This is an optimization exercise on Yosys and OpenROAD, whose aim is small area, not a production implementation.
Where RTL was checked, it was by simulation tests only, not by an equivalence proof against the original.
The RTL of runs 5 and 6 was laid out without a check of its function.
Power and IR drop assume default switching activity.

==> flow/design.v <==
module hart #(
    parameter RESET_ADDR = 32'h00000000
) (
    input  wire        i_clk,
    input  wire        i_rst,
    output wire [31:0] o_imem_raddr,
    input  wire [31:0] i_imem_rdata,
    output wire [31:0] o_dmem_addr,
    output wire        o_dmem_ren,
    output wire        o_dmem_wen,
    output wire [31:0] o_dmem_wdata,
    output wire [ 3:0] o_dmem_mask,
    input  wire [31:0] i_dmem_rdata,
    output wire        o_retire_valid,
    output wire [31:0] o_retire_inst,
    output wire        o_retire_trap,
    output wire        o_retire_halt,
    output wire [ 4:0] o_retire_rs1_raddr,
    output wire [ 4:0] o_retire_rs2_raddr,
    output wire [31:0] o_retire_rs1_rdata,
    output wire [31:0] o_retire_rs2_rdata,
    output wire [ 4:0] o_retire_rd_waddr,
    output wire [31:0] o_retire_rd_wdata,
    output wire [31:0] o_retire_pc,
    output wire [31:0] o_retire_next_pc
);
    localparam [2:0] S_CLR  = 3'd0,    
                     S_FST  = 3'd1,    
                     S_MAIN = 3'd2,
                     S_X0   = 3'd3,
                     S_X1   = 3'd4,
                     S_X2   = 3'd5,
                     S_F    = 3'd6;
    localparam [2:0] P_RS2  = 3'd7;    
    reg  [4:0] t;
    reg  [2:0] st;
    wire       t0  = (t == 5'd0);
    wire       t31 = (t == 5'd31);
    wire [31:0] inst = i_imem_rdata;
    wire [6:0]  opc  = inst[6:0];
    wire [2:0]  f3   = inst[14:12];
    wire [6:0]  f7   = inst[31:25];
    wire [4:0]  rd   = inst[11:7];
    wire [4:0]  rs1  = inst[19:15];
    wire [4:0]  rs2  = inst[24:20];
    wire op_lui   = (opc == 7'b0110111);
    wire op_auipc = (opc == 7'b0010111);
    wire op_jal   = (opc == 7'b1101111);
    wire op_jalr  = (opc == 7'b1100111);
    wire op_br    = (opc == 7'b1100011);
    wire op_load  = (opc == 7'b0000011);
    wire op_store = (opc == 7'b0100011);
    wire op_imm   = (opc == 7'b0010011);
    wire op_reg   = (opc == 7'b0110011);
    wire f7_zero  = (f7 == 7'b0000000);
    wire f7_alt   = (f7 == 7'b0100000);
    wire is_lui   = op_lui;
    wire is_auipc = op_auipc;
    wire is_jal   = op_jal;
    wire is_jalr  = op_jalr & (f3 == 3'b000);
    wire is_br    = op_br & (f3[2:1] != 2'b01);
    wire is_load  = op_load & (f3[1:0] != 2'b11) & ~(f3[2] & f3[1]);
    wire is_store = op_store & ~f3[2] & (f3[1:0] != 2'b11);
    wire is_opi   = op_imm & ((f3[1:0] != 2'b01) | (f3 == 3'b001 & f7_zero) |
                              (f3 == 3'b101 & (f7_zero | f7_alt)));
    wire is_opr   = op_reg & (f7_zero | (f7_alt & (f3 == 3'b000 | f3 == 3'b101)));
    wire is_ebrk  = (inst == 32'h00100073);
    wire is_alu   = is_opi | is_opr;
    wire legal    = is_lui | is_auipc | is_jal | is_jalr | is_br | is_load |
                    is_store | is_alu | is_ebrk;
    wire is_shift = is_alu & (f3[1:0] == 2'b01);
    wire is_slt   = is_alu & (f3[2:1] == 2'b01);
    wire sh_right = f3[2];
    wire sh_arith = inst[30];
    wire is_sub   = is_opr & (f3 == 3'b000) & inst[30];
    wire use_rs1  = ~(is_lui | is_auipc | is_jal);
    wire use_rs2  = is_opr | is_store | is_br;
    wire wr_rd    = is_alu | is_load | is_lui | is_auipc | is_jal | is_jalr;
    wire [2:0] ep = (st == S_FST) ? (use_rs2 ? P_RS2 : S_MAIN) : st;
    wire p_clr  = (st == S_CLR);
    wire p_rs2  = (ep == P_RS2);
    wire p_main = (ep == S_MAIN);
    wire p_x0   = (ep == S_X0);
    wire p_x1   = (ep == S_X1);
    wire p_x2   = (ep == S_X2);
    wire p_f    = (ep == S_F);
    wire p_sh   = p_x0 | p_x1 | p_x2;
    wire fin = (p_main & ~(is_slt | is_shift | is_load | is_store | is_br)) |
               (p_x0 & (is_slt | is_load | is_br)) |
               (p_x2 & sh_right) |
               p_f;
    reg  [31:0] op1, op2, res, npc;
    reg  [29:0] pc;
    wire        op1_in, op2_in, res_in, npc_in;
    wire [31:0] rf_lsb;
    wire        rf_bit = rf_lsb[p_rs2 ? rs2 : rs1];
    wire        we_rd;
    wire        wbit = ~p_clr & res_in;
    assign rf_lsb[0] = 1'b0;
    genvar r;
    generate
        for (r = 1; r < 32; r = r + 1) begin : g_rf
            reg  [31:0] q;
            wire we = p_clr | (we_rd & (rd == r));
            always @(posedge i_clk)
                q <= {we ? wbit : q[0], q[31:1]};
            assign rf_lsb[r] = q[0];
        end
    endgenerate
    wire f_u = op_lui | op_auipc;
    wire f_j = op_jal;
    wire f_b = op_br;
    wire f_s = op_store;
    wire [31:0] mv = {inst[31:12], inst[31:20]};
    wire m = mv[t];
    wire [7:0] lv = {3'b000, inst[11:7]};
    wire l = lv[t[2:0]];
    wire ge12 = (t >= 5'd12);
    wire le4  = (t <= 5'd4);
    wire t11  = (t == 5'd11);
    wire tz   = (t == 5'd0);
    wire imm_t = f_u ? (ge12 & m) :
                   f_j ? (tz ? 1'b0 : t11 ? inst[20] : t[4] & (t[3] | t[2]) ? inst[31] : m) :
                   (f_s | f_b) ? ((f_b & tz) ? 1'b0 : le4 ? l : (f_b & t11) ? inst[7] : ge12 ? inst[31] : m) :
                   (ge12 ? inst[31] : m);
    wire four_t = (t == 5'd2);
    reg  c;           
    reg  tk;          
    reg  aux;         
    reg  off0, off1;  
    reg  [1:0] dg;    
    reg  nc;          
    wire a_alu = is_lui ? 1'b0 : (is_auipc | is_jal | is_jalr) ? npc[0] : rf_bit;
    wire b_alu = (is_jal | is_jalr) ? four_t :
                 is_shift           ? 1'b0 :
                 (is_opr | is_br)   ? op2[0] : imm_t;
    wire binv  = is_sub | is_slt | is_br;
    wire bb    = b_alu ^ binv;
    wire cin   = t0 ? binv : c;
    wire sum   = a_alu ^ bb ^ cin;
    wire cout  = (a_alu & bb) | (a_alu & cin) | (bb & cin);
    reg  alu_out;
    always @(*) begin
        alu_out = sum;
        if (is_alu)
            case (f3)
                3'b100:  alu_out = a_alu ^ b_alu;
                3'b110:  alu_out = a_alu | b_alu;
                3'b111:  alu_out = a_alu & b_alu;
                default: alu_out = sum;
            endcase
    end
    wire cmp_signed = is_br ? ~f3[1] : ~f3[0];
    wire lt     = ~cout ^ (cmp_signed & (a_alu ^ b_alu));
    wire eq_all = tk & ~(a_alu ^ b_alu);
    wire taken  = f3[2] ? (lt ^ f3[0]) : (eq_all ^ f3[0]);
    wire [4:0] shamt = is_opr ? op2[5:1] : rs2;
    wire [1:0] dg_next = p_main ? shamt[1:0] : p_x0 ? shamt[3:2] : {1'b0, shamt[4]};
    reg sh_bit;
    always @(*) begin
        sh_bit = res[0];
        if (sh_right) begin
            if (p_x0)
                case (dg)
                    2'd1: sh_bit = (t <= 5'd30) ? res[1] : (sh_arith & aux);
                    2'd2: sh_bit = (t <= 5'd29) ? res[2] : (sh_arith & aux);
                    2'd3: sh_bit = (t <= 5'd28) ? res[3] : (sh_arith & aux);
                    default: sh_bit = res[0];
                endcase
            else if (p_x1)
                case (dg)
                    2'd1: sh_bit = (t <= 5'd27) ? res[4]  : (sh_arith & aux);
                    2'd2: sh_bit = (t <= 5'd23) ? res[8]  : (sh_arith & aux);
                    2'd3: sh_bit = (t <= 5'd19) ? res[12] : (sh_arith & aux);
                    default: sh_bit = res[0];
                endcase
            else
                sh_bit = dg[0] ? ((t <= 5'd15) ? res[16] : (sh_arith & aux)) : res[0];
        end else begin
            if (p_x0)
                case (dg)
                    2'd1: sh_bit = (t >= 5'd1) & op1[31];
                    2'd2: sh_bit = (t >= 5'd2) & op1[30];
                    2'd3: sh_bit = (t >= 5'd3) & op1[29];
                    default: sh_bit = res[0];
                endcase
            else if (p_x1)
                case (dg)
                    2'd1: sh_bit = (t >= 5'd4)  & op1[28];
                    2'd2: sh_bit = (t >= 5'd8)  & op1[24];
                    2'd3: sh_bit = (t >= 5'd12) & op1[20];
                    default: sh_bit = res[0];
                endcase
            else
                sh_bit = dg[0] ? ((t >= 5'd16) & op1[16]) : res[0];
        end
    end
    wire mis = (f3[1:0] == 2'b01 & off0) | (f3[1:0] == 2'b10 & (off0 | off1));
    wire mem_trap = (is_load | is_store) & mis;
    reg  ld_tap, st_tap;
    always @(*) begin
        case ({off1, off0})
            2'd0: begin ld_tap = res[0];  st_tap = op2[0];  end
            2'd1: begin ld_tap = res[8];  st_tap = op2[24]; end
            2'd2: begin ld_tap = res[16]; st_tap = op2[16]; end
            default: begin ld_tap = res[24]; st_tap = op2[8]; end
        endcase
    end
    wire ld_in  = f3[1] | (f3[0] ? ~t[4] : (t[4:3] == 2'b00));
    wire ld_bit = ld_in ? ld_tap : (~f3[2] & aux);
    wire st_bit = (t[4:3] == 2'b00) ? op2[0] : st_tap;
    assign res_in = p_main ? alu_out :
                    p_x0 ? (is_slt ? (t0 & c) : is_load ? ld_bit : sh_bit) :
                    (p_x1 | p_x2) ? sh_bit :
                    res[0];
    assign op1_in = p_main ? (is_store ? st_bit : (use_rs1 & rf_bit)) :
                    p_f ? rf_bit :
                    (p_sh & is_shift & ~sh_right) ? res[0] :
                    op1[0];
    assign op2_in = p_rs2 ? rf_bit : (use_rs2 & op2[0]);
    wire redir = is_jal | is_jalr | (is_br & tk);
    wire a_n   = is_jalr ? rf_bit : npc[0];
    wire b_n   = redir ? imm_t : four_t;
    wire cin_n = ~t0 & nc;
    wire sum_n = a_n ^ b_n ^ cin_n;
    wire cout_n = (a_n & b_n) | (a_n & cin_n) | (b_n & cin_n);
    wire [31:0] reset_addr = RESET_ADDR;
    assign npc_in = p_clr ? reset_addr[t] :
                    fin ? (sum_n & ~(t0 & is_jalr)) :
                    npc[0];
    assign we_rd = fin & wr_rd & ~mem_trap;
    wire ld_cap = t31 & p_main & is_load;
    always @(posedge i_clk) begin
        op1 <= {op1_in, op1[31:1]};
        op2 <= {op2_in, op2[31:1]};
        npc <= {npc_in, npc[31:1]};
        res <= ld_cap ? i_dmem_rdata : {res_in, res[31:1]};
        c   <= (t31 & p_main) ? lt : cout;
        nc  <= cout_n;
        if (p_main)
            tk <= t31 ? taken : ((t0 | tk) & ~(a_alu ^ b_alu));
        if (p_main)
            aux <= rf_bit;
        else if (p_x0 & is_load & ld_in)
            aux <= ld_tap;
        if (p_main & t0)
            off0 <= alu_out;
        if (p_main & (t == 5'd1))
            off1 <= alu_out;
        if (t31 & (p_main | p_x0 | p_x1))
            dg <= dg_next;
        if (t31 & (fin | p_clr))
            pc <= {npc_in, npc[31:3]};
    end
    always @(posedge i_clk) begin
        if (i_rst) begin
            t  <= 5'd0;
            st <= S_CLR;
        end else begin
            t <= t + 5'd1;
            if (t31) begin
                if (p_clr | fin)
                    st <= S_FST;
                else if (p_rs2)
                    st <= S_MAIN;
                else if (p_main)
                    st <= is_store ? S_F : S_X0;
                else if (p_x0)
                    st <= S_X1;
                else if (p_x1)
                    st <= S_X2;
                else
                    st <= S_F;
            end
        end
    end
    assign o_imem_raddr       = {pc, 2'b00};
    assign o_retire_pc        = {pc, 2'b00};
    assign o_retire_inst      = inst;
    assign o_retire_valid     = t31 & fin & ~p_clr;
    assign o_retire_trap      = ~legal | mem_trap | (redir & npc[2]);
    assign o_retire_halt      = is_ebrk;
    assign o_retire_rs1_raddr = use_rs1 ? rs1 : 5'd0;
    assign o_retire_rs2_raddr = use_rs2 ? rs2 : 5'd0;
    assign o_retire_rd_waddr  = wr_rd ? rd : 5'd0;
    assign o_retire_rs1_rdata = {op1_in, op1[31:1]};
    assign o_retire_rs2_rdata = {op2_in, op2[31:1]};
    assign o_retire_rd_wdata  = {res_in, res[31:1]};
    assign o_retire_next_pc   = {npc_in, npc[31:1]};
    assign o_dmem_addr  = {res_in, res[31:3], 2'b00};
    assign o_dmem_wdata = {op1_in, op1[31:1]};
    assign o_dmem_ren   = t31 & p_main & is_load & ~mis;
    assign o_dmem_wen   = t31 & p_main & is_store & ~mis;
    assign o_dmem_mask  = (f3[1:0] == 2'b00) ? (4'b0001 << {off1, off0}) :
                          (f3[1:0] == 2'b01) ? (off1 ? 4'b1100 : 4'b0011) :
                                               4'b1111;
endmodule
`default_nettype wire
==> flow/flow/run.sh <==
#!/bin/bash
# Layout flow: the standard flow, with three changes:
#  1. after the standard synthesis, the combinational logic is mapped again
#     by ABC for area (amap; the smallest of a few scripts); the flip-flops are kept as they are, with
#     their names and cell types;
#  2. the port buffers are the smallest buffer (buf_1);
#  3. a clock tree of clkbuf_8 without dummy loads.
set -euo pipefail
here=$(pwd)
R=$here/orfs/results/sky130hd/hart/base
LIB=$FLOW_HOME/platforms/sky130hd/lib/sky130_fd_sc_hd__tt_025C_1v80.lib

# 1. standard synthesis, up to the Yosys netlist
bash standard.sh $R/1_2_yosys.v > synth.log 2>&1
cp $R/1_2_yosys.v $here/standard_synth.v

# 2. remap the combinational logic: a few ABC area scripts, keep the smallest
DU=$(sed 's/^/-dont_use /' flow/dont_use.txt | tr '\n' ' ')
SEQ=$(grep -o '^ *sky130_fd_sc_hd__[a-z0-9_]*' standard_synth.v | sort -u | grep -E '__(df|edf|sdf|dl|conb)' | tr '\n' ' ')
scripts=(
  "strash;dch,-f;amap,-F,20,-A,20;topo"
  "strash;dch,-f;amap,-F,20,-A,20,-E,1;topo"
  "strash;&get,-n;&deepsyn,-T,60;&put;dch,-f;amap,-F,20,-A,20;topo"
  "strash;&get,-n;&deepsyn,-T,60;&put;dch,-f;amap,-F,20,-A,20,-E,1;topo"
)
for i in "${!scripts[@]}"; do
  cat > remap_$i.ys <<EOY
read_liberty -ignore_miss_func $LIB
read_verilog $here/standard_synth.v
hierarchy -top hart
blackbox $SEQ
flatten
opt_clean -purge
abc -liberty $LIB $DU -script +${scripts[$i]}
opt_clean -purge
splitnets
opt_clean -purge
hilomap -singleton -hicell sky130_fd_sc_hd__conb_1 HI -locell sky130_fd_sc_hd__conb_1 LO
insbuf -buf sky130_fd_sc_hd__buf_4 A X
opt_clean -purge
tee -o $here/remap_$i.stat stat -liberty $LIB
write_verilog -noattr -nohex -nodec $here/remap_$i.v
EOY
  yosys -s remap_$i.ys > remap_$i.log 2>&1 &
done
wait
best=$(for i in "${!scripts[@]}"; do
  echo "$(grep 'Chip area for module' remap_$i.stat | tail -1 | awk '{print $NF}') $i"
done | sort -g | head -1 | awk '{print $2}')
echo "remap: candidate $best chosen" > remap_choice.txt
for i in "${!scripts[@]}"; do grep 'Chip area for module' remap_$i.stat | tail -1 >> remap_choice.txt; done
python3 flow/remap.py remap_$best.v $R/1_2_yosys.v

# 3. the rest of the standard flow
export BUFFER_PORTS_ARGS="-buffer_cell sky130_fd_sc_hd__buf_1"
export CTS_ARGS="-sink_clustering_enable -repair_clock_nets -buf_list sky130_fd_sc_hd__clkbuf_8 -dont_use_dummy_load -sink_clustering_size 18 -sink_clustering_max_diameter 60"
bash standard.sh > layout.log 2>&1
==> flow/flow/dont_use.txt <==
sky130_fd_sc_hd__lpflow_bleeder_1
sky130_fd_sc_hd__lpflow_clkbufkapwr_1
sky130_fd_sc_hd__lpflow_clkbufkapwr_16
sky130_fd_sc_hd__lpflow_clkbufkapwr_2
sky130_fd_sc_hd__lpflow_clkbufkapwr_4
sky130_fd_sc_hd__lpflow_clkbufkapwr_8
sky130_fd_sc_hd__lpflow_clkinvkapwr_1
sky130_fd_sc_hd__lpflow_clkinvkapwr_16
sky130_fd_sc_hd__lpflow_clkinvkapwr_2
sky130_fd_sc_hd__lpflow_clkinvkapwr_4
sky130_fd_sc_hd__lpflow_clkinvkapwr_8
sky130_fd_sc_hd__lpflow_decapkapwr_12
sky130_fd_sc_hd__lpflow_decapkapwr_3
sky130_fd_sc_hd__lpflow_decapkapwr_4
sky130_fd_sc_hd__lpflow_decapkapwr_6
sky130_fd_sc_hd__lpflow_decapkapwr_8
sky130_fd_sc_hd__lpflow_inputiso0n_1
sky130_fd_sc_hd__lpflow_inputiso0p_1
sky130_fd_sc_hd__lpflow_inputiso1n_1
sky130_fd_sc_hd__lpflow_inputiso1p_1
sky130_fd_sc_hd__lpflow_inputisolatch_1
sky130_fd_sc_hd__lpflow_isobufsrc_1
sky130_fd_sc_hd__lpflow_isobufsrc_16
sky130_fd_sc_hd__lpflow_isobufsrc_2
sky130_fd_sc_hd__lpflow_isobufsrc_4
sky130_fd_sc_hd__lpflow_isobufsrc_8
sky130_fd_sc_hd__lpflow_isobufsrckapwr_16
sky130_fd_sc_hd__lpflow_lsbuf_lh_hl_isowell_tap_1
sky130_fd_sc_hd__lpflow_lsbuf_lh_hl_isowell_tap_2
sky130_fd_sc_hd__lpflow_lsbuf_lh_hl_isowell_tap_4
sky130_fd_sc_hd__lpflow_lsbuf_lh_isowell_4
sky130_fd_sc_hd__lpflow_lsbuf_lh_isowell_tap_1
sky130_fd_sc_hd__lpflow_lsbuf_lh_isowell_tap_2
sky130_fd_sc_hd__lpflow_lsbuf_lh_isowell_tap_4
sky130_fd_sc_hd__probe_p_8
sky130_fd_sc_hd__probec_p_8
==> flow/flow/remap.py <==
#!/usr/bin/env python3
# Keep only module hart from a Yosys netlist that also holds the cell models.
import re, sys
src = open(sys.argv[1]).read()
m = re.search(r'^module hart\s*\(.*?^endmodule\s*$', src, re.M | re.S)
open(sys.argv[2], 'w').write(m.group(0) + '\n')
==> flow/standard.sh <==
#!/bin/bash
# synth_recipe.tcl (not shown) runs the flow's synth.tcl, then flattens the netlist and writes it again
# the make line also repeats each setting of config.mk as NAME=value (left out here)
make -C /OpenROAD-flow-scripts/flow DESIGN_CONFIG=/design/flow/config.mk WORK_HOME=/design/flow/orfs CLKGATE_MAP_FILE= SYNTH_SCRIPT=/design/flow/synth_recipe.tcl "${@:-finish}"
==> flow/config.mk <==
export PLATFORM = sky130hd
export DESIGN_NAME = hart
export DESIGN_NICKNAME = hart
export VERILOG_FILES = /design/flow/design.v
export SDC_FILE = /design/flow/constraint.sdc
export NUM_CORES = 8
export LEC_CHECK = 0
export ABC_AREA = 1
export CAP_MARGIN = 20
export CORE_MARGIN = 2
export CORE_UTILIZATION = 40
export SETUP_SLACK_MARGIN = 0.5
export SLEW_MARGIN = 20
==> flow/constraint.sdc <==
create_clock -name core_clock -period 13.0 [get_ports {i_clk}]
set_input_delay 2.6000 -clock core_clock [delete_from_list [all_inputs] [get_ports {i_clk}]]
set_output_delay 2.6000 -clock core_clock [all_outputs]
set_load 0.01 [all_outputs]
==> metrics.md, run 1 <==
| Metric | Value |
|---|---|
| Max-Cap Viols | 0 |
| Cells after synthesis | 1961 |
| GRT Total Usage | 16.5% |
| Post-route cell area | 30400 sq um |
| Hold path startpoint | g_rf[15].q[20]$_DFF_P_ |
| Synth-to-Final Area Change | 6.17% |
| Die Span Y | 271 um |
| Port Buf Inserts | 371 |
| Layout Utilization | 42.7% |
| Worst-Skew Late Latency | 0.69 ns |
| Pre-antenna DRT Iters | 5 |
| Vias per std cell | 4.42 |
| Grt ovf | 0 |
| Largest net degree at the start of global routing | 35 |
| Syn avg cell area | 14.6 sq um |
| ANT nets after route | 0 |
| Root buf cell | clkbuf_8 |
| Worst hold stages | 0 |
| Final setup TNS | 0 ns |
| DR iter-0 viols | 904 |
| Vias in the first global route | 13500 |
| Slew margin rel. | 37.7% |
| H-tree depth | 3 |
| Register area | 23700 sq um |
| Die area | 73700 sq um |
| Clock tree buffer depth | 3 |
| WL/cell | 19.9 um |
| CP required | 10.40 ns |
| Clk sinks | 1166 |
| Share of layout cells above drive strength 1 | 4.97% |
| Pwr/cell area | 173 nW/um^2 |
| Post-CTS setup repair buffer count | 0 |
| Worst VDD drop | 92.0 uV |
| Peak Freq | 84.8 MHz |
| First-pass GRT wire length | 89.6 mm |
| Hpwl dp | 45.4 mm |
| R2R depth | 24 |
| Critical path origin | i_imem_rdata[12] |
| Site row count | 98 |
| Pleak | 11.3 nW |
| Synth Cell Area | 28600 sq um |
| Area post-placement | 29200 sq um |
| RePlAce Congestion | 0.922 |
| Skew final | 0.111 ns |
| Die width | 271 um |
| Status | no timing/DRC/antenna violations |
| Ports | 378 |
| Final WL | 61.8 mm |
| Via count | 13700 |
| Startpoint Class | input port |
| DRC | 0 |
| CTS tree | built |
| Worst hold path class | reg2reg |
| Syn. warnings | 1 |
| Nets | 2219 |
| Multi-input gate area | 2540 sq um |
| CP Max Fanout | 9 |
| Final critical-path required period | 11.79 ns |
| Slowest-stage cell, CP | nor3_2 |
| Final hold violations | 0 |
| CTS Buf Count | 82 |
| Initial antenna violation count | 5 |
| CP Capture Type | output port |
| CP peak stage delay | 0.57 ns |
| CTS clk-pin slew, worst paths | 0.09 ns |
| R2R Path Start | st[1]$_SDFFE_PP0N_ |
| Slew @ Worst Pin | 0.929 ns |
| Fin Hold WS | 0.263 ns |
| Core Box Area | 71100 sq um |
| Final Cycle Share | 90.7% |
| Crit path kind | in2out |
| Unrepaired setup endpoints after global routing | false |
| Fill count | 6560 |
| Final Max Slew Viols | 0 |
| Final setup vio count | 0 |
| Starting density of the core | 40.2% |
| Critical Path AT | 9.19 ns |
## state kept, by name (all words and copies together), names as in the netlist, 2 cells and up
name and count:
dg 2, res 32, st 3, op2 32
g_rf.q 992, op1 32, pc 30, npc 32
t 5
## stage by stage
stage | setup slack, ns | total power [mW] | std cells
after global placement | 1.01 | 3.79 | 3019
after floorplan | 2.83 | 3.74 | 1966
after global routing | 0.520 | 5.47 | 3101
after CTS | 0.841 | 5.33 | 3101
final | 1.21 | 5.25 | 3102
after detailed placement | 0.870 | 3.79 | 3019
## cell usage in the layout, fill, tap and decap left out, types with 7 or more instances in the layout
| master | instances |
|---|---|
| dfxtp_1 | 1130 |
| buf_1 | 371 |
| o21ai_0 | 89 |
| nor2_1 | 88 |
| clkbuf_8 | 82 |
| clkinv_1 | 81 |
| edfxtp_1 | 36 |
| o22a_1 | 34 |
| nor3_1 | 23 |
| nand3_1 | 22 |
| a21oi_1 | 22 |
| nand2_1 | 21 |
| o22ai_1 | 20 |
| buf_4 | 16 |
| o221ai_1 | 11 |
| a22oi_1 | 8 |
| o32ai_1 | 7 |
## timing repair
item | 4_1_cts | 5_1_grt
setup endpoints to repair | 0 | 2
endpoints found under the hold margin | 0 | 0
hold buffers | 0 | 0
gates resized for setup | 0 | 5
## final timing paths
path                            end  slack, ns
max           o_retire_rd_wdata[31]       1.21
min          g_rf[15].q[19]$_DFF_P_       0.26
max reg2reg  g_rf[25].q[31]$_DFF_P_       6.44
min reg2reg  g_rf[15].q[19]$_DFF_P_       0.26
## routing by layer
metal / track usage, % / part of all wire (%) / wire [um]
met1: 21.1 / 44 / 26900
met2: 27.1 / 46 / 28700
met3: 3.84 / 6.3 / 3880
met4: 6.59 / 3.8 / 2330
met5: 0 / 0.019 / 12
## critical path, delay by kind of cell
| kind | cells | cell delay, ns |
|---|---|---|
| AO/OA/AOI/OAI | 12 | 2.88 |
| buffers and inverters | 8 | 1.96 |
| AND/OR/NAND/NOR | 9 | 1.72 |
## power breakdown
part / switching [mW] / total (mW) / internal (mW)
Sequential: 0.00743 / 3.60 / 3.59
Combinational: 0.0757 / 0.107 / 0.0312
Clock: 0.974 / 1.54 / 0.566
Total: 1.06 / 5.25 / 4.19
## final cells by class
type | instances | share of cell area, %
diodes | 1 | 0.00824
clock buffers | 82 | 3.71
inverters | 81 | 1.00
multi-input cells | 435 | 8.38
flip-flops and latches | 1166 | 78.0
well taps | 950 | 3.91
repair buffers | 387 | 4.98
==> inputs of run 2 (changes only) <==
--- a/flow/flow/run.sh
+++ b/flow/flow/run.sh
@@ -53,5 +53,5 @@
 
 # 3. the rest of the standard flow
 export BUFFER_PORTS_ARGS="-buffer_cell sky130_fd_sc_hd__buf_1"
-export CTS_ARGS="-sink_clustering_enable -repair_clock_nets -buf_list sky130_fd_sc_hd__clkbuf_8 -dont_use_dummy_load -sink_clustering_size 18 -sink_clustering_max_diameter 60"
+export CTS_ARGS="-sink_clustering_enable -repair_clock_nets -buf_list sky130_fd_sc_hd__clkbuf_4 -dont_use_dummy_load -sink_clustering_size 11 -sink_clustering_max_diameter 40"
 bash standard.sh > layout.log 2>&1
==> metrics.md, run 2 <==
| Metric | Value |
|---|---|
| Pleak | 11.3 nW (+0.24%) |
| CTS tree | built |
| Grt ovf | 0 (unchanged) |
| Syn avg cell area | 14.6 sq um (unchanged) |
| Core Box Area | 71100 sq um (unchanged) |
| Root buf cell | clkbuf_4 |
| Worst hold path class | reg2reg |
| CP bufs+invs | 8 (unchanged) |
| Fill count | 6606 (+0.70%) |
| DR iter-0 viols | 826 (-8.6%) |
| Gate power share | 2.1% (about the same) |
| Met1 Use GR | 21.1% (about the same) |
| Worst-Skew Late Latency | 0.94 ns (+0.25 ns) |
| Starting density of the core | 40.2% (unchanged) |
| Clock tree buffer depth | 3 (unchanged) |
| Pre-antenna DRT Iters | 6 (+1) |
| Startpoint Class | input port |
| First-pass GRT wire length | 91.2 mm (+1.7%) |
| Die width | 271 um (unchanged) |
| Peak Freq | 85.1 MHz (+0.36%) |
| Status | no timing/DRC/antenna violations |
| Synth Cell Area | 28600 sq um (unchanged) |
| Clk sinks | 1166 (unchanged) |
| Vias in the first global route | 13900 (+3.2%) |
| Syn. warnings | 1 (unchanged) |
| Die area | 73700 sq um (unchanged) |
| Most frequent cells in the layout | 1130 x dfxtp_1, 371 x buf_1, 134 x clkbuf_4, 89 x o21ai_0, 88 x nor2_1 |
| Final WL | 62.5 mm (+1.1%) |
| Final Max Slew Viols | 0 (unchanged) |
| Clock Power Share | 28.4% (-1.0 points) |
| WL/cell | 19.8 um (-0.82%) |
| Die Span Y | 271 um (unchanged) |
| Largest net degree at the start of global routing | 35 (unchanged) |
| Initial antenna violation count | 6 (+1) |
| Skew final | 0.0973 ns (-0.0133 ns) |
| Pwr/cell area | 171 nW/um^2 (-0.98%) |
| Final Cycle Share | 90.3% (-0.33 points) |
| Slew margin rel. | 38.8% (+1.2 points) |
| Cells after synthesis | 1961 (unchanged) |
| CTS Buf Count | 134 (+63%) |
| Placed cells | 3019 (unchanged) |
| Sequential share of power | 69.5% (+0.9 points) |
| Port Buf Inserts | 371 (unchanged) |
| Final critical-path required period | 11.75 ns (-0.0428 ns) |
| Crit path kind | in2out |
| Final setup vio count | 0 (unchanged) |
| GRT Max-Usage Layer | met2 |
| Non-Filler Instances | 3162 (+1.9%) |
| Max reg flops | 992 (unchanged) |
| Max-Cap Viols | 0 (unchanged) |
| Slowest-stage cell, CP | nor3_2 |
| Pint | 4.10 mW (-2.1%) |
| Worst VDD drop | 78.7 uV (-14%) |
| CP Capture Type | output port |
| Synth-to-Final Area Change | 5.81% |
| Net Switching | 1.08 mW (+1.9%) |
| ANT nets after route | 0 (unchanged) |
| Critical Path AT | 9.15 ns (-0.04 ns) |
| GRT Total Usage | 16.9% (+0.41 points) |
| Share of layout cells above drive strength 1 | 7.22% (+2.2 points) |
| Unrepaired setup endpoints after global routing | false |
| CP top delay family | compound AO/OA/AOI/OAI gates |
| M3 GR Usage | 4.94% (+1.1 points) |
| Most flop-heavy register | g_rf.q |
| Commonest non-fill, non-tap cell in the layout | dfxtp_1 |
| Sw Share | 20.8% (+0.66 points) |
| Post-CTS setup repair buffer count | 0 (unchanged) |
| Site row count | 98 (unchanged) |
| Vias per std cell | 4.44 (+0.54%) |
| Ports | 378 (unchanged) |
| RePlAce Congestion | 0.922 (unchanged) |
| Final setup TNS | 0 ns (unchanged) |
| CP peak stage delay | 0.56 ns (about the same) |
| CP Max Fanout | 9 (unchanged) |
| Slew @ Worst Pin | 0.915 ns (-0.0144 ns) |
| H-tree depth | 4 (+1) |
| Met2 usage | 27.4% (+0.29 points) |
| CP required | 10.40 ns (about the same) |
| Nets | 2271 (+2.3%) |
| Via count | 14100 (+2.5%) |
| CTS clk-pin slew, worst paths | 0.10 ns (about the same) |
| Hpwl dp | 45.4 mm (unchanged) |
| DRC | 0 (unchanged) |
| Final hold violations | 0 (unchanged) |
==> run 2: cell types whose count changed in the layout (fill, tap and decap cells not counted) <==
cell / change
clkbuf_4: +134
diode_2: +8
clkbuf_8: -82
==> run 2: per-layer routing <==
metal | up-vias | wire [um]
met4 | 2 | 2340
met1 | 6715 | 27100
met5 | - | 12
li1 | 6661 | -
met3 | 142 | 4080
met2 | 531 | 28900
==> run 2: stage by stage <==
step | setup slack (ns) | instance area (sq um) | utilization, % | power [mW] | hold WS, ns
finish | 1.25 | 30300 | 42.6 | 5.18 | 0.227
global route | 0.536 | 30300 | 42.6 | 5.43 | 0.245
CTS | 0.841 | 30200 | 42.5 | 5.27 | 0.232
detailed placement | 0.870 | 29200 | 41.1 | 3.79 | 0.312
global placement | 1.01 | 29200 | 41.1 | 3.79 | 0.310
floorplan | 2.83 | 28600 | - | 3.74 | 0.310
==> run 2: layout make-up <==
class                           count  area [sq um]  share of cell area [%]
Sequential cell                  1166         23700                    78.3
Multi-Input combinational cell    435          2540                    8.40
Timing Repair Buffer              387          1510                    5.00
Tap cell                          950          1190                    3.93
Clock buffer                      134          1010                    3.32
Inverter                           81           304                    1.00
Antenna cell                        9          22.5                  0.0744
==> run 2: final timing paths <==
kind | from | endpoint | slack [ns] | cells after the start
setup reg to reg | st[1]$_SDFFE_PP0N_ | g_rf[25].q[31]$_DFF_P_ | 6.39 | 24
setup / recovery | i_imem_rdata[12] | o_retire_rd_wdata[31] | 1.25 | 29
hold / removal | g_rf[4].q[15]$_DFF_P_ | g_rf[4].q[14]$_DFF_P_ | 0.23 | 0
hold reg to reg | g_rf[4].q[15]$_DFF_P_ | g_rf[4].q[14]$_DFF_P_ | 0.23 | 0
==> run 2: timing repair <==
| action | 4_1_cts | 5_1_grt |
|---|---|---|
| endpoints found under the setup margin | 0 | 2 |
| gates resized for setup | 0 | 5 |
| hold buffers | 0 | 0 |
==> run 2: power by group through the flow <==
stage	sequential [mW]	combinational (mW)	clock, mW
finish	3.60	0.107	1.47
global route	3.60	0.114	1.71
CTS	3.60	0.105	1.57
detailed placement	3.68	0.105	0
global placement	3.68	0.107	0
floorplan	3.68	0.0663	0
==> run 2: worst reg2reg max path: stages, from the launching register on <==
cell and delay (ns):
dfxtp_1 0.50, clkinv_1 0.22, nor2_1 0.62, a21oi_1 0.23
nand2_1 0.34, clkinv_1 0.24, o22ai_1 0.51, clkinv_1 0.26
a221o_1 0.30, a221oi_1 0.21, nor2_1 0.08, nor2_1 0.10
o22ai_1 0.14, o22ai_1 0.22, nor2_1 0.10, a21oi_1 0.22
clkinv_1 0.14, a21oi_1 0.22, nor2_1 0.10, a211oi_1 0.17
a31oi_1 0.12, o32ai_1 0.36, clkinv_1 0.41, nand3_1 0.38
o21ai_0 0.28
==> inputs of run 3 (changes only) <==
--- a/flow/flow/run.sh
+++ b/flow/flow/run.sh
@@ -53,5 +53,5 @@
 
 # 3. the rest of the standard flow
 export BUFFER_PORTS_ARGS="-buffer_cell sky130_fd_sc_hd__buf_1"
-export CTS_ARGS="-sink_clustering_enable -repair_clock_nets -buf_list sky130_fd_sc_hd__clkbuf_4 -dont_use_dummy_load -sink_clustering_size 11 -sink_clustering_max_diameter 40"
+export CTS_ARGS="-sink_clustering_enable -repair_clock_nets -buf_list sky130_fd_sc_hd__clkbuf_4 -dont_use_dummy_load -sink_clustering_size 12 -sink_clustering_max_diameter 30"
 bash standard.sh > layout.log 2>&1
==> metrics.md, run 3 <==
| Metric | Value |
|---|---|
| Max-Cap Viols | 0 (unchanged) |
| Commonest non-fill, non-tap cell in the layout | dfxtp_1 |
| Initial antenna violation count | 6 (unchanged) |
| Final setup TNS | 0 ns (unchanged) |
| Synth-to-Final Area Change | 6.27% |
| Post-CTS Hold Fix Bufs | 0 (unchanged) |
| RePlAce Congestion | 0.922 (unchanged) |
| Largest net degree at the start of global routing | 35 (unchanged) |
| Pre-antenna DRT Iters | 5 (-1) |
| CP Capture Type | output port |
| Grt ovf | 0 (unchanged) |
| Die area | 73700 sq um (unchanged) |
| Final setup vio count | 0 (unchanged) |
| Slowest-stage cell, CP | nor3_2 |
| Worst hold path class | reg2reg |
| Ports | 378 (unchanged) |
| Core Box Area | 71100 sq um (unchanged) |
| GRT Total Usage | 16.8% (-0.086 points) |
| Crit path kind | in2out |
| Vias per std cell | 4.45 (+0.13%) |
| Root buf cell | clkbuf_4 |
| Final Max Slew Viols | 0 (unchanged) |
| Net Switching | 1.08 mW (about the same) |
| Pwr/cell area | 172 nW/um^2 (+0.79%) |
| Worst-Skew Late Latency | 1.01 ns (+0.07 ns) |
| Die Span Y | 271 um (unchanged) |
| CTS tree | built |
| CP required | 10.40 ns (about the same) |
| Die width | 271 um (unchanged) |
| Gate power share | 2.0% (about the same) |
| Pleak | 11.4 nW (+0.77%) |
| Unrepaired setup endpoints after global routing | false |
| Nets | 2290 (+0.84%) |
| Most flop-heavy register | g_rf.q |
| Startpoint Class | input port |
| Site row count | 98 (unchanged) |
| Most frequent cells in the layout | 1130 x dfxtp_1, 371 x buf_1, 153 x clkbuf_4, 89 x o21ai_0, 88 x nor2_1 |
| Via count | 14100 (+0.57%) |
| CTS Buf Count | 153 (+14%) |
| Pint | 4.16 mW (+1.6%) |
| ANT nets after route | 0 (unchanged) |
| Clk sinks | 1166 (unchanged) |
| Starting density of the core | 40.2% (unchanged) |
| Port Buf Inserts | 371 (unchanged) |
| CTS clk-pin slew, worst paths | 0.09 ns (about the same) |
| First-pass GRT wire length | 90.6 mm (-0.60%) |
| Status | no timing/DRC/antenna violations |
| Clock Power Share | 29.3% (+0.9 points) |
| Share of layout cells above drive strength 1 | 8.01% (+0.79 points) |
| Skew final | 0.133 ns (+0.0352 ns) |
| DR iter-0 viols | 854 (+3.4%) |
| Slew @ Worst Pin | 0.909 ns (-0.00556 ns) |
| Syn. warnings | 1 (unchanged) |
| Peak Freq | 85.6 MHz (+0.54%) |
| Final WL | 62.2 mm (-0.45%) |
| Final Cycle Share | 89.9% (-0.48 points) |
| Sw Share | 20.5% (-0.27 points) |
| Cells after synthesis | 1961 (unchanged) |
| Final critical-path required period | 11.68 ns (-0.0625 ns) |
| Final hold violations | 0 (unchanged) |
| H-tree depth | 4 (unchanged) |
| Max reg flops | 992 (unchanged) |
| CP peak stage delay | 0.54 ns (-0.02 ns) |
| Clock tree buffer depth | 3 (unchanged) |
| Hpwl dp | 45.4 mm (unchanged) |
| WL/cell | 19.6 um (-0.89%) |
| Vias in the first global route | 14000 (+0.50%) |
| Synth Cell Area | 28600 sq um (unchanged) |
| Sequential share of power | 68.7% (-0.8 points) |
| Syn avg cell area | 14.6 sq um (unchanged) |
| Critical Path AT | 9.08 ns (-0.07 ns) |
| Post-layout power | 5.24 mW (+1.2%) |
| DRC | 0 (unchanged) |
| Worst VDD drop | 69.9 uV (-11%) |
| CP Max Fanout | 9 (unchanged) |
| Slew margin rel. | 39.0% (+0.18 points) |
-- run 3: area by class of cell --
| cell class | instances | area [sq um] |
|---|---|---|
| Fill cell | 6614 | 40700 |
| Sequential cell | 1166 | 23700 |
| Multi-Input combinational cell | 435 | 2540 |
| Timing Repair Buffer | 387 | 1510 |
| Tap cell | 950 | 1190 |
| Clock buffer | 153 | 1150 |
| Inverter | 81 | 304 |
| Antenna cell | 4 | 10.0 |
-- run 3: power by group through the flow --
stage	logic, mW	registers [mW]	clock network, mW
after floorplan	0.0663	3.68	0
after CTS	0.105	3.60	1.63
after detailed placement	0.105	3.68	0
after global placement	0.107	3.68	0
final	0.106	3.60	1.53
after global routing	0.114	3.60	1.78
-- run 3: worst paths after layout --
path / end / slack (ns) / cells past startpoint / startpoint
setup / recovery: o_retire_rd_wdata[31] / 1.32 / 29 / i_imem_rdata[12]
hold / removal: g_rf[21].q[12]$_DFF_P_ / 0.24 / 0 / g_rf[21].q[13]$_DFF_P_
setup reg to reg: g_rf[25].q[31]$_DFF_P_ / 6.48 / 24 / st[1]$_SDFFE_PP0N_
hold reg to reg: g_rf[21].q[12]$_DFF_P_ / 0.24 / 0 / g_rf[21].q[13]$_DFF_P_
-- run 3: per-stage QoR --
step	cell area, sq um	utilization [%]	cells	setup WS, ns	hold slack (ns)
after global routing	30400	42.8	3174	0.520	0.245
after floorplan	28600	-	1966	2.83	0.310
final	30400	42.8	3176	1.32	0.242
after detailed placement	29200	41.1	3019	0.870	0.312
after CTS	30400	42.7	3172	0.841	0.227
after global placement	29200	41.1	3019	1.01	0.310
-- run 3: layer usage --
metal  track usage [%]  part of all wire, %
met2              27.2                   47
met3              5.02                  6.9
met5                 0                0.053
met1              21.0                   43
met4              7.26                  3.4
-- run 3: critical path: cells and delay by family --
kind                   cells  cell delay (ns)
AND/OR/NAND/NOR            9             1.69
buffers and inverters      8             1.96
AO/OA/AOI/OAI             12             2.84
-- run 3: timing repair --
item | CTS | global route
buffers inserted | 0 | 0
hold endpoints to repair | 0 | 0
endpoints found under the setup margin | 0 | 2
gates resized for setup | 0 | 5
==> inputs of run 4 (changes only) <==
--- a/flow/flow/run.sh
+++ b/flow/flow/run.sh
@@ -1,10 +1,11 @@
 #!/bin/bash
 # Layout flow: the standard flow, with three changes:
 #  1. after the standard synthesis, the combinational logic is mapped again
-#     by ABC for area (amap; the smallest of a few scripts); the flip-flops are kept as they are, with
+#     by ABC for area (amap; the smallest of a few scripts); the
+#     flip-flops are kept as they are, with
 #     their names and cell types;
 #  2. the port buffers are the smallest buffer (buf_1);
-#  3. a clock tree of clkbuf_8 without dummy loads.
+#  3. a clock tree of clkbuf_4 without dummy loads.
 set -euo pipefail
 here=$(pwd)
 R=$here/orfs/results/sky130hd/hart/base
@@ -53,5 +54,5 @@
 
 # 3. the rest of the standard flow
 export BUFFER_PORTS_ARGS="-buffer_cell sky130_fd_sc_hd__buf_1"
-export CTS_ARGS="-sink_clustering_enable -repair_clock_nets -buf_list sky130_fd_sc_hd__clkbuf_4 -dont_use_dummy_load -sink_clustering_size 12 -sink_clustering_max_diameter 30"
+export CTS_ARGS="-sink_clustering_enable -repair_clock_nets -buf_list sky130_fd_sc_hd__clkbuf_4 -dont_use_dummy_load -sink_clustering_size 11 -sink_clustering_max_diameter 40"
 bash standard.sh > layout.log 2>&1
==> metrics.md, run 4 <==
| Metric | Value |
|---|---|
| WL met3 | 4.08 mm (-5.0%) |
| Setup slack after layout | 1.25 ns (-0.0625 ns) |
| DR WL met2 | 28.9 mm (about the same) |
| Worst VDD drop | 78.7 uV (+13%) |
| Most flop-heavy register | g_rf.q |
| Fill count | 6606 (-0.12%) |
| H-tree depth | 4 (unchanged) |
| Startpoint Class | input port |
| Critical Path AT | 9.15 ns (+0.07 ns) |
| Hpwl dp | 45.4 mm (unchanged) |
| Critical path origin | i_imem_rdata[12] |
| Max layer used | met5 |
| Synth Cell Area | 28600 sq um (unchanged) |
| Starting density of the core | 40.2% (unchanged) |
| Final hold violations | 0 (unchanged) |
| Final setup vio count | 0 (unchanged) |
| Nets | 2271 (-0.83%) |
| Cells after synthesis | 1961 (unchanged) |
| Port Buf Inserts | 371 (unchanged) |
| Die area | 73700 sq um (unchanged) |
| Die Span Y | 271 um (unchanged) |
| Ports | 378 (unchanged) |
| Root buf cell | clkbuf_4 |
| Hold path startpoint | g_rf[4].q[15]$_DFF_P_ |
| Final Cycle Share | 90.3% (+0.48 points) |
| Die width | 271 um (unchanged) |
| CP required | 10.40 ns (about the same) |
| Slew margin rel. | 38.8% (-0.18 points) |
| R2R depth | 24 (unchanged) |
| CP Capture Type | output port |
| Final Max Slew Viols | 0 (unchanged) |
| CTS tree | built |
| Share of layout cells above drive strength 1 | 7.22% (-0.79 points) |
| Post-CTS setup repair buffer count | 0 (unchanged) |
| Non-Filler Instances | 3162 (-0.44%) |
| RePlAce Congestion | 0.922 (unchanged) |
| Vias per std cell | 4.44 (-0.13%) |
| CP peak stage delay | 0.56 ns (+0.02 ns) |
| Crit path kind | in2out |
| Worst R2R End | g_rf[25].q[31]$_DFF_P_ |
| Via count | 14100 (-0.57%) |
| Clk sinks | 1166 (unchanged) |
| Final critical-path required period | 11.75 ns (+0.0625 ns) |
| Slew @ Worst Pin | 0.915 ns (+0.00556 ns) |
| Clock tree buffer depth | 3 (unchanged) |
| Site row count | 98 (unchanged) |
| Largest net degree at the start of global routing | 35 (unchanged) |
| DR iter-0 viols | 826 (-3.3%) |
| Post-CTS Hold Fix Bufs | 0 (unchanged) |
| Critical Path End | o_retire_rd_wdata[31] |
| R2R Path Start | st[1]$_SDFFE_PP0N_ |
| Worst-Skew Late Latency | 0.94 ns (-0.07 ns) |
| Syn avg cell area | 14.6 sq um (unchanged) |
| Grt ovf | 0 (unchanged) |
| CTS Buf Count | 134 (-12%) |
| Slowest-stage cell, CP | nor3_2 |
| Post-route cell area | 30300 sq um (-0.43%) |
| ANT nets after route | 0 (unchanged) |
| Pleak | 11.3 nW (-0.76%) |
| CTS clk-pin slew, worst paths | 0.10 ns (about the same) |
| Worst hold path class | reg2reg |
| Core Box Area | 71100 sq um (unchanged) |
| Met1 wire length | 27.1 mm (+1.1%) |
| Peak Freq | 85.1 MHz (-0.53%) |
| Placed cells | 3019 (unchanged) |
| Synth-to-Final Area Change | 5.81% |
| Status | no timing/DRC/antenna violations |
| Commonest non-fill, non-tap cell in the layout | dfxtp_1 |
| Vias in the first global route | 13900 (-0.49%) |
| Post-CTS sizing | 0 (unchanged) |
| Pre-antenna DRT Iters | 6 (+1) |
| Pre-CTS setup slack | 0.870 ns (unchanged) |
| Initial antenna violation count | 6 (unchanged) |
| Most frequent cells in the layout | 1130 x dfxtp_1, 371 x buf_1, 134 x clkbuf_4, 89 x o21ai_0, 88 x nor2_1 |
| Max-Cap Viols | 0 (unchanged) |
| Unrepaired setup endpoints after global routing | false |
| Pwr/cell area | 171 nW/um^2 (-0.79%) |
| GRT Total Usage | 16.9% (+0.086 points) |
| Post-layout power | 5.18 mW (-1.2%) |
| First-pass GRT wire length | 91.2 mm (+0.60%) |
| WL/cell | 19.8 um (+0.90%) |
| Skew final | 0.0973 ns (-0.0352 ns) |
| Area post-placement | 29200 sq um (unchanged) |
| CP Max Fanout | 9 (unchanged) |
| Final setup TNS | 0 ns (unchanged) |
| Max reg flops | 992 (unchanged) |
| Syn. warnings | 1 (unchanged) |
| R2R setup slack | 6.39 ns (-0.09 ns) |
| Final WL | 62.5 mm (+0.45%) |
| DRC | 0 (unchanged) |
run 4: where the power goes:
part           internal, mW  switching [mW]  leakage, nW
registers              3.59         0.00728         9.43
clock network         0.476           0.994        0.617
logic                0.0312          0.0758         1.30
run 4: metrics by stage:
stage / utilization, % / hold WS (ns)
after detailed placement: 41.1 / 0.312
after CTS: 42.5 / 0.232
after global routing: 42.6 / 0.245
final: 42.6 / 0.227
after floorplan: - / 0.310
after global placement: 41.1 / 0.310
run 4: cell type report:
type	count	area (sq um)	share of cell area [%]
repair buffers	387	1510	5.00
diodes	9	22.5	0.0744
inverters	81	304	1.00
multi-input cells	435	2540	8.40
well taps	950	1190	3.93
clock buffers	134	1010	3.32
flip-flops and latches	1166	23700	78.3
run 4: how the worst min path moves through the flow:
stage,depth (start not counted),end
global placement,0,g_rf[5].q[4]$_DFF_P_
floorplan,0,g_rf[10].q[0]$_DFF_P_
finish,0,g_rf[4].q[14]$_DFF_P_
detailed placement,0,g_rf[14].q[5]$_DFF_P_
global route,0,g_rf[18].q[25]$_DFF_P_
CTS,0,g_rf[4].q[14]$_DFF_P_
run 4: worst max-delay path, delay by kind of cell:
family / cells / cell delay (ns)
and+or+nand+nor: 9 / 1.71
AOI/OAI and AO/OA: 12 / 2.84
buffers and inverters: 8 / 1.97
run 4: per-layer routing:
layer,track usage (%),vias to the layer above
li1,-,6661
met1,21.1,6715
met2,27.4,531
met3,4.94,142
met4,7.26,2
met5,0,-
==> inputs of run 5 (changes only) <==
--- a/flow/design.v
+++ b/flow/design.v
@@ -125,10 +125,9 @@
                    (ge12 ? inst[31] : m);
     wire four_t = (t == 5'd2);
     reg  c;           
-    reg  tk;          
     reg  aux;         
     reg  off0, off1;  
-    reg  [1:0] dg;    
+    wire [1:0] dg = {off1, off0};
     reg  nc;          
     wire a_alu = is_lui ? 1'b0 : (is_auipc | is_jal | is_jalr) ? npc[0] : rf_bit;
     wire b_alu = (is_jal | is_jalr) ? four_t :
@@ -152,7 +151,7 @@
     end
     wire cmp_signed = is_br ? ~f3[1] : ~f3[0];
     wire lt     = ~cout ^ (cmp_signed & (a_alu ^ b_alu));
-    wire eq_all = tk & ~(a_alu ^ b_alu);
+    wire eq_all = aux & ~(a_alu ^ b_alu);
     wire taken  = f3[2] ? (lt ^ f3[0]) : (eq_all ^ f3[0]);
     wire [4:0] shamt = is_opr ? op2[5:1] : rs2;
     wire [1:0] dg_next = p_main ? shamt[1:0] : p_x0 ? shamt[3:2] : {1'b0, shamt[4]};
@@ -218,7 +217,7 @@
                     (p_sh & is_shift & ~sh_right) ? res[0] :
                     op1[0];
     assign op2_in = p_rs2 ? rf_bit : (use_rs2 & op2[0]);
-    wire redir = is_jal | is_jalr | (is_br & tk);
+    wire redir = is_jal | is_jalr | (is_br & aux);
     wire a_n   = is_jalr ? rf_bit : npc[0];
     wire b_n   = redir ? imm_t : four_t;
     wire cin_n = ~t0 & nc;
@@ -238,17 +237,17 @@
         c   <= (t31 & p_main) ? lt : cout;
         nc  <= cout_n;
         if (p_main)
-            tk <= t31 ? taken : ((t0 | tk) & ~(a_alu ^ b_alu));
-        if (p_main)
-            aux <= rf_bit;
+            aux <= is_br ? (t31 ? taken : ((t0 | aux) & ~(a_alu ^ b_alu))) : rf_bit;
         else if (p_x0 & is_load & ld_in)
             aux <= ld_tap;
-        if (p_main & t0)
-            off0 <= alu_out;
-        if (p_main & (t == 5'd1))
-            off1 <= alu_out;
-        if (t31 & (p_main | p_x0 | p_x1))
-            dg <= dg_next;
+        if (t31 & (p_main | p_x0 | p_x1) & is_shift)
+            {off1, off0} <= dg_next;
+        else begin
+            if (p_main & t0)
+                off0 <= alu_out;
+            if (p_main & (t == 5'd1))
+                off1 <= alu_out;
+        end
         if (t31 & (fin | p_clr))
             pc <= {npc_in, npc[31:3]};
     end
@@ -286,7 +285,7 @@
     assign o_retire_rs1_rdata = {op1_in, op1[31:1]};
     assign o_retire_rs2_rdata = {op2_in, op2[31:1]};
     assign o_retire_rd_wdata  = {res_in, res[31:1]};
-    assign o_retire_next_pc   = {npc_in, npc[31:1]};
+    assign o_retire_next_pc   = {npc_in, npc[31:3], 2'b00};
     assign o_dmem_addr  = {res_in, res[31:3], 2'b00};
     assign o_dmem_wdata = {op1_in, op1[31:1]};
     assign o_dmem_ren   = t31 & p_main & is_load & ~mis;
==> metrics.md, run 5 <==
| Metric | Value |
|---|---|
| Final hold violations | 0 (unchanged) |
| R2R setup slack | 6.54 ns (+0.15 ns) |
| Critical Path Stages | 27 (-6.9%) |
| CP Max Fanout | 9 (unchanged) |
| Worst R2R End | g_rf[15].q[31]$_DFF_P_ |
| Site row count | 97 (-1.0%) |
| Placed cells | 3028 (+0.30%) |
| Final Max Slew Viols | 0 (unchanged) |
| Critical path origin | i_imem_rdata[12] |
| Max reg flops | 992 (unchanged) |
| ANT nets after route | 0 (unchanged) |
| Synth Cell Area | 28600 sq um (-0.21%) |
| Syn avg cell area | 14.4 sq um (-1.3%) |
| CP top delay family | compound AO/OA/AOI/OAI gates |
| Core Box Area | 70400 sq um (-1.0%) |
| DRC | 0 (unchanged) |
| Final WL | 61.4 mm (-1.7%) |
| Slew @ Worst Pin | 0.905 ns (-0.00985 ns) |
| Port Buf Inserts | 369 (-0.54%) |
| Share of layout cells above drive strength 1 | 6.96% (-0.25 points) |
| Clock tree buffer depth | 3 (unchanged) |
| Initial antenna violation count | 6 (unchanged) |
| Syn. warnings | 1 (unchanged) |
| RePlAce Congestion | 0.896 (-2.9%) |
| Pwr/cell area | 175 nW/um^2 (+2.6%) |
| Final setup vio count | 0 (unchanged) |
| Worst-Skew Late Latency | 0.96 ns (+0.02 ns) |
| Vias per std cell | 4.46 (+0.35%) |
| Worst VDD drop | 73.7 uV (-6.3%) |
| Pre-antenna DRT Iters | 8 (+2) |
| Final setup TNS | 0 ns (unchanged) |
| CP bufs+invs | 7 (-1) |
| Worst hold path class | reg2reg |
| R2R Path Start | st[1]$_SDFFE_PP0N_ |
| Via count | 14200 (+0.76%) |
| Hpwl dp | 44.9 mm (-1.2%) |
| R2R depth | 23 (-4.2%) |
| CTS clk-pin slew, worst paths | 0.10 ns (about the same) |
| Max-Cap Viols | 0 (unchanged) |
| Post-CTS Hold Fix Bufs | 0 (unchanged) |
| Die area | 73500 sq um (-0.21%) |
| GRT Total Usage | 16.6% (-0.29 points) |
| Post-layout power | 5.30 mW (+2.4%) |
| Peak Freq | 85.8 MHz (+0.74%) |
| Non-Filler Instances | 3175 (+0.41%) |
| Post-CTS setup repair buffer count | 0 (unchanged) |
| Pleak | 11.3 nW (about the same) |
| CTS Buf Count | 138 (+3.0%) |
| CP Capture Type | output port |
| Crit path kind | in2out |
| Final Cycle Share | 89.7% (-0.66 points) |
| CP required | 10.40 ns (about the same) |
| Startpoint Class | input port |
| Critical Path AT | 9.06 ns (-0.09 ns) |
| Ports | 378 (unchanged) |
| Synth-to-Final Area Change | 5.80% (about the same) |
| DR iter-0 viols | 797 (-3.5%) |
| WL/cell | 19.4 um (-2.1%) |
| CP peak stage delay | 0.74 ns (+0.18 ns) |
| Commonest non-fill, non-tap cell in the layout | dfxtp_1 |
| Status | no timing/DRC/antenna violations |
| Final critical-path required period | 11.66 ns (-0.0858 ns) |
| First-pass GRT wire length | 89.4 mm (-1.9%) |
| Largest net degree at the start of global routing | 35 (unchanged) |
| CTS tree | built |
| H-tree depth | 4 (unchanged) |
| Fill count | 6460 (-2.2%) |
| Slowest-stage cell, CP | o21ai_0 |
| Skew final | 0.124 ns (+0.0263 ns) |
| Grt ovf | 0 (unchanged) |
| Unrepaired setup endpoints after global routing | false |
| Vias in the first global route | 14100 (+1.1%) |
| Area post-placement | 29100 sq um (-0.25%) |
| Multi-input gate area | 2490 sq um (-2.0%) |
| Clk sinks | 1163 (-0.26%) |
| Post-route cell area | 30200 sq um (-0.23%) |
| Fin Hold WS | 0.226 ns (-0.0000430 ns) |
| Root buf cell | clkbuf_4 |
| Post-CTS sizing | 0 (unchanged) |
| Cells after synthesis | 1982 (+1.1%) |
| Critical Path End | o_dmem_addr[31] |
| Most frequent cells in the layout | 1130 x dfxtp_1, 369 x buf_1, 138 x clkbuf_4, 100 x nor2_1, 97 x o21ai_0 |
| Die Span Y | 271 um (-0.10%) |
| Most flop-heavy register | g_rf.q |
| Slew margin rel. | 39.0% (+0.21 points) |
| Hold path startpoint | g_rf[30].q[15]$_DFF_P_ |
| Nets | 2294 (+1.0%) |
| Starting density of the core | 40.6% (+0.33 points) |
| Register area | 23600 sq um (-0.38%) |
| Die width | 271 um (-0.10%) |
[run 5: layout make-up]
cell class | instances | area share [%]
flip-flops and latches | 1163 | 78.2
clock buffers | 138 | 3.43
diodes | 9 | 0.0745
well taps | 940 | 3.89
repair buffers | 383 | 5.00
multi-input cells | 446 | 8.26
inverters | 96 | 1.19
[run 5: where the power goes]
part / total (mW) / leakage, nW / internal (mW) / switching [mW]
combinational: 0.184 / 1.29 / 0.0530 / 0.131
sequential: 3.63 / 9.41 / 3.60 / 0.0284
clock: 1.48 / 0.635 / 0.489 / 0.992
total: 5.30 / 11.3 / 4.15 / 1.15
[run 5: metal layers]
metal	vias up	part of all wire, %	global-route usage, %	wire, um
li1	6705	-	-	-
met1	6725	45	21.2	27400
met2	566	45	25.9	27600
met3	160	5.5	4.15	3370
met4	2	4.9	9.47	3010
met5	-	0.021	0	13
[run 5: stage by stage]
stage,setup slack (ns),util [%]
floorplan,3.26,-
global placement,1.45,41.4
detailed placement,1.06,41.4
CTS,1.05,42.9
global route,0.590,42.9
finish,1.34,42.9
[run 5: worst min-delay path by stage]
stage	end	slack (ns)	cells after the start
final	g_rf[30].q[14]$_DFF_P_	0.23	0
after global routing	g_rf[30].q[14]$_DFF_P_	0.21	0
after CTS	g_rf[30].q[14]$_DFF_P_	0.21	0
after detailed placement	g_rf[13].q[26]$_DFF_P_	0.31	0
after global placement	g_rf[15].q[3]$_DFF_P_	0.31	0
after floorplan	g_rf[10].q[0]$_DFF_P_	0.31	0
==> inputs of run 6 (changes only) <==
--- a/flow/flow/run.sh
+++ b/flow/flow/run.sh
@@ -54,5 +54,5 @@
 
 # 3. the rest of the standard flow
 export BUFFER_PORTS_ARGS="-buffer_cell sky130_fd_sc_hd__buf_1"
-export CTS_ARGS="-sink_clustering_enable -repair_clock_nets -buf_list sky130_fd_sc_hd__clkbuf_4 -dont_use_dummy_load -sink_clustering_size 11 -sink_clustering_max_diameter 40"
+export CTS_ARGS="-sink_clustering_enable -repair_clock_nets -buf_list sky130_fd_sc_hd__clkbuf_4 -dont_use_dummy_load -sink_clustering_size 12 -sink_clustering_max_diameter 40"
 bash standard.sh > layout.log 2>&1
==> metrics.md, run 6 <==
| Metric | Value |
|---|---|
| Post-CTS Hold Fix Bufs | 0 (unchanged) |
| Layout Utilization | 42.8% (-0.075 points) |
| Status | no timing/DRC/antenna violations |
| Starting density of the core | 40.6% (unchanged) |
| CP Capture Type | output port |
| Grt ovf | 0 (unchanged) |
| WL/cell | 19.3 um (-0.14%) |
| Slew @ Worst Pin | 0.933 ns (+0.0283 ns) |
| CTS Buf Count | 131 (-5.1%) |
| Site row count | 97 (unchanged) |
| Die Span Y | 271 um (unchanged) |
| Most flop-heavy register | g_rf.q |
| Syn. warnings | 1 (unchanged) |
| Pre-antenna DRT Iters | 6 (-2) |
| Critical Path AT | 9.02 ns (-0.04 ns) |
| Pleak | 11.3 nW (-0.28%) |
| Unrepaired setup endpoints after global routing | false |
| Ports | 378 (unchanged) |
| Most frequent cells in the layout | 1130 x dfxtp_1, 369 x buf_1, 131 x clkbuf_4, 100 x nor2_1, 97 x o21ai_0 |
| Skew final | 0.107 ns (-0.0166 ns) |
| Share of layout cells above drive strength 1 | 6.67% (-0.29 points) |
| Die area | 73500 sq um (unchanged) |
| Final hold violations | 0 (unchanged) |
| CTS clk-pin slew, worst paths | 0.11 ns (about the same) |
| Crit path kind | in2out |
| Final Cycle Share | 89.3% (-0.34 points) |
| Worst-Skew Late Latency | 0.94 ns (-0.02 ns) |
| Die width | 271 um (unchanged) |
| Register area | 23600 sq um (unchanged) |
| ANT nets after route | 0 (unchanged) |
| GRT Total Usage | 16.6% (-0.031 points) |
| Max-Cap Viols | 0 (unchanged) |
| H-tree depth | 4 (unchanged) |
| Via count | 14100 (-0.085%) |
| Core Box Area | 70400 sq um (unchanged) |
| Worst VDD drop | 73.6 uV (-0.14%) |
| Final Max Slew Viols | 0 (unchanged) |
| Synth-to-Final Area Change | 5.61% |
| Commonest non-fill, non-tap cell in the layout | dfxtp_1 |
| Port Buf Inserts | 369 (unchanged) |
| CP required | 10.40 ns (about the same) |
| Pwr/cell area | 174 nW/um^2 (-0.56%) |
| Nets | 2287 (-0.31%) |
| Final setup TNS | 0 ns (unchanged) |
| Hpwl dp | 44.9 mm (unchanged) |
| Vias in the first global route | 14000 (-0.51%) |
| Final setup vio count | 0 (unchanged) |
| Clk sinks | 1163 (unchanged) |
| Slew margin rel. | 37.1% (-1.9 points) |
| Final WL | 61.2 mm (-0.36%) |
| RePlAce Congestion | 0.896 (unchanged) |
| Setup slack after layout | 1.38 ns (+0.0442 ns) |
| Root buf cell | clkbuf_4 |
| Multi-input gate area | 2490 sq um (unchanged) |
| Largest net degree at the start of global routing | 35 (unchanged) |
| Cells after synthesis | 1982 (unchanged) |
| Worst hold path class | reg2reg |
| Syn avg cell area | 14.4 sq um (unchanged) |
| Max reg flops | 992 (unchanged) |
| Area post-placement | 29100 sq um (unchanged) |
| Post-route cell area | 30200 sq um (-0.17%) |
| Startpoint Class | input port |
| Vias per std cell | 4.47 (+0.14%) |
| DR iter-0 viols | 761 (-4.5%) |
| Final critical-path required period | 11.62 ns (-0.0442 ns) |
| Fin Hold WS | 0.242 ns (+0.0152 ns) |
| Fill count | 6447 (-0.20%) |
| R2R setup slack | 6.63 ns (+0.09 ns) |
| Pre-CTS setup slack | 1.06 ns (unchanged) |
| CTS tree | built |
| Synth Cell Area | 28600 sq um (unchanged) |
| Initial antenna violation count | 3 (-3) |
| Post-CTS setup repair buffer count | 0 (unchanged) |
| DRC | 0 (unchanged) |
| CP Max Fanout | 9 (unchanged) |
| Clock tree buffer depth | 3 (unchanged) |
| First-pass GRT wire length | 89.4 mm (about the same) |
| Peak Freq | 86.1 MHz (+0.38%) |
[run 6: changes by cell type in the layout (fill, tap and decap cells not counted)]
cell	change
clkbuf_4	-7
[run 6: routing by layer]
metal  share of wire (%)  global-route usage [%]
met5                   0                       0
met4                 4.0                    8.00
met3                 5.4                    4.02
met2                  46                    26.5
met1                  45                    21.3
[run 6: critical path, stage by stage]
cell and delay, ns:
buf_1 0.36, nor2_1 0.17, a221oi_1 0.31, nor2_1 0.10
o2111ai_1 0.35, nor2_1 0.18, clkinv_1 0.13, nand2_1 0.14
nor2_4 0.34, nand2_1 0.09, nand2_1 0.23, clkinv_1 0.21
o22ai_1 0.33, clkinv_1 0.14, nor2_1 0.28, a222oi_1 0.17
a32oi_1 0.23, a22oi_1 0.12, o21ai_0 0.76, o22ai_1 0.26
o21ai_0 0.35, clkinv_1 0.19, nor2_1 0.13, a21oi_1 0.07
o22ai_1 0.24, clkinv_1 0.32, buf_1 0.22
[run 6: layout make-up]
| type | instances | area share, % |
|---|---|---|
| diodes | 9 | 0.0747 |
| clock buffers | 131 | 3.26 |
| inverters | 96 | 1.19 |
| multi-input cells | 446 | 8.27 |
| flip-flops and latches | 1163 | 78.3 |
| well taps | 940 | 3.90 |
| repair buffers | 383 | 5.01 |
[run 6: where the power goes]
| group | internal [mW] | total (mW) | leakage (nW) | switching (mW) |
|---|---|---|---|---|
| Clock | 0.465 | 1.44 | 0.603 | 0.977 |
| Combinational | 0.0530 | 0.184 | 1.29 | 0.131 |
| Sequential | 3.60 | 3.63 | 9.41 | 0.0287 |
[run 6: final timing paths]
path / startpoint / endpoint / cells past startpoint
worst min-delay path: g_rf[30].q[15]$_DFF_P_ / g_rf[30].q[14]$_DFF_P_ / 0
worst min register to register: g_rf[30].q[15]$_DFF_P_ / g_rf[30].q[14]$_DFF_P_ / 0
worst max-delay path: i_imem_rdata[14] / o_dmem_addr[31] / 27
worst max register to register: st[1]$_SDFFE_PP0N_ / g_rf[24].q[31]$_DFF_P_ / 23
[run 6: what timing repair did]
action                                 4_1_cts  5_1_grt
endpoints found under the hold margin        0        0
setup endpoints to repair                    0        2
gates resized for setup                      0        2
[run 6: per-stage QoR]
| stage | std cells | total power, mW |
|---|---|---|
| 4_1_cts | 3159 | 5.35 |
| 3_5_place_dp | 3028 | 3.90 |
| 6_report | 3168 | 5.26 |
| 2_1_floorplan | 1989 | 3.85 |
| 3_3_place_gp | 3026 | 3.90 |
| 5_1_grt | 3164 | 5.51 |

[separate check: timing with driven ports]
In the flow no input, the clock included, has a driving cell. The finished layouts below were timed again as built, in two steps.
Step 1, drivers: a clkbuf_16 drives i_clk and a buf_2 each remaining input, both assumed.
Step 2 also shifts input and output timing later by t, the mid clock arrival at the registers, as if the neighbouring blocks saw the same clock.
Three values: ideal, step 1, step 2; two values: the first two.
run	t (ns)	setup WS [ns]	worst setup path at the end
run 1	0.684	1.212 / 1.185 / 1.185	input to output
run 2	0.949	1.255 / 1.228 / 1.228	input to output
run 3	0.964	1.317 / 1.291 / 1.291	input to output
run 4	0.949	1.255 / 1.228 / 1.228	input to output
run 5	0.956	1.340 / 1.314 / 1.314	input to output
run 6	0.941	1.385 / 1.339 / 1.339	input to output
After both steps setup and hold are still met in every run listed. The setup slack of run 6, which loses most, moves by -0.046 ns with the drivers and by -0.046 ns with both steps.
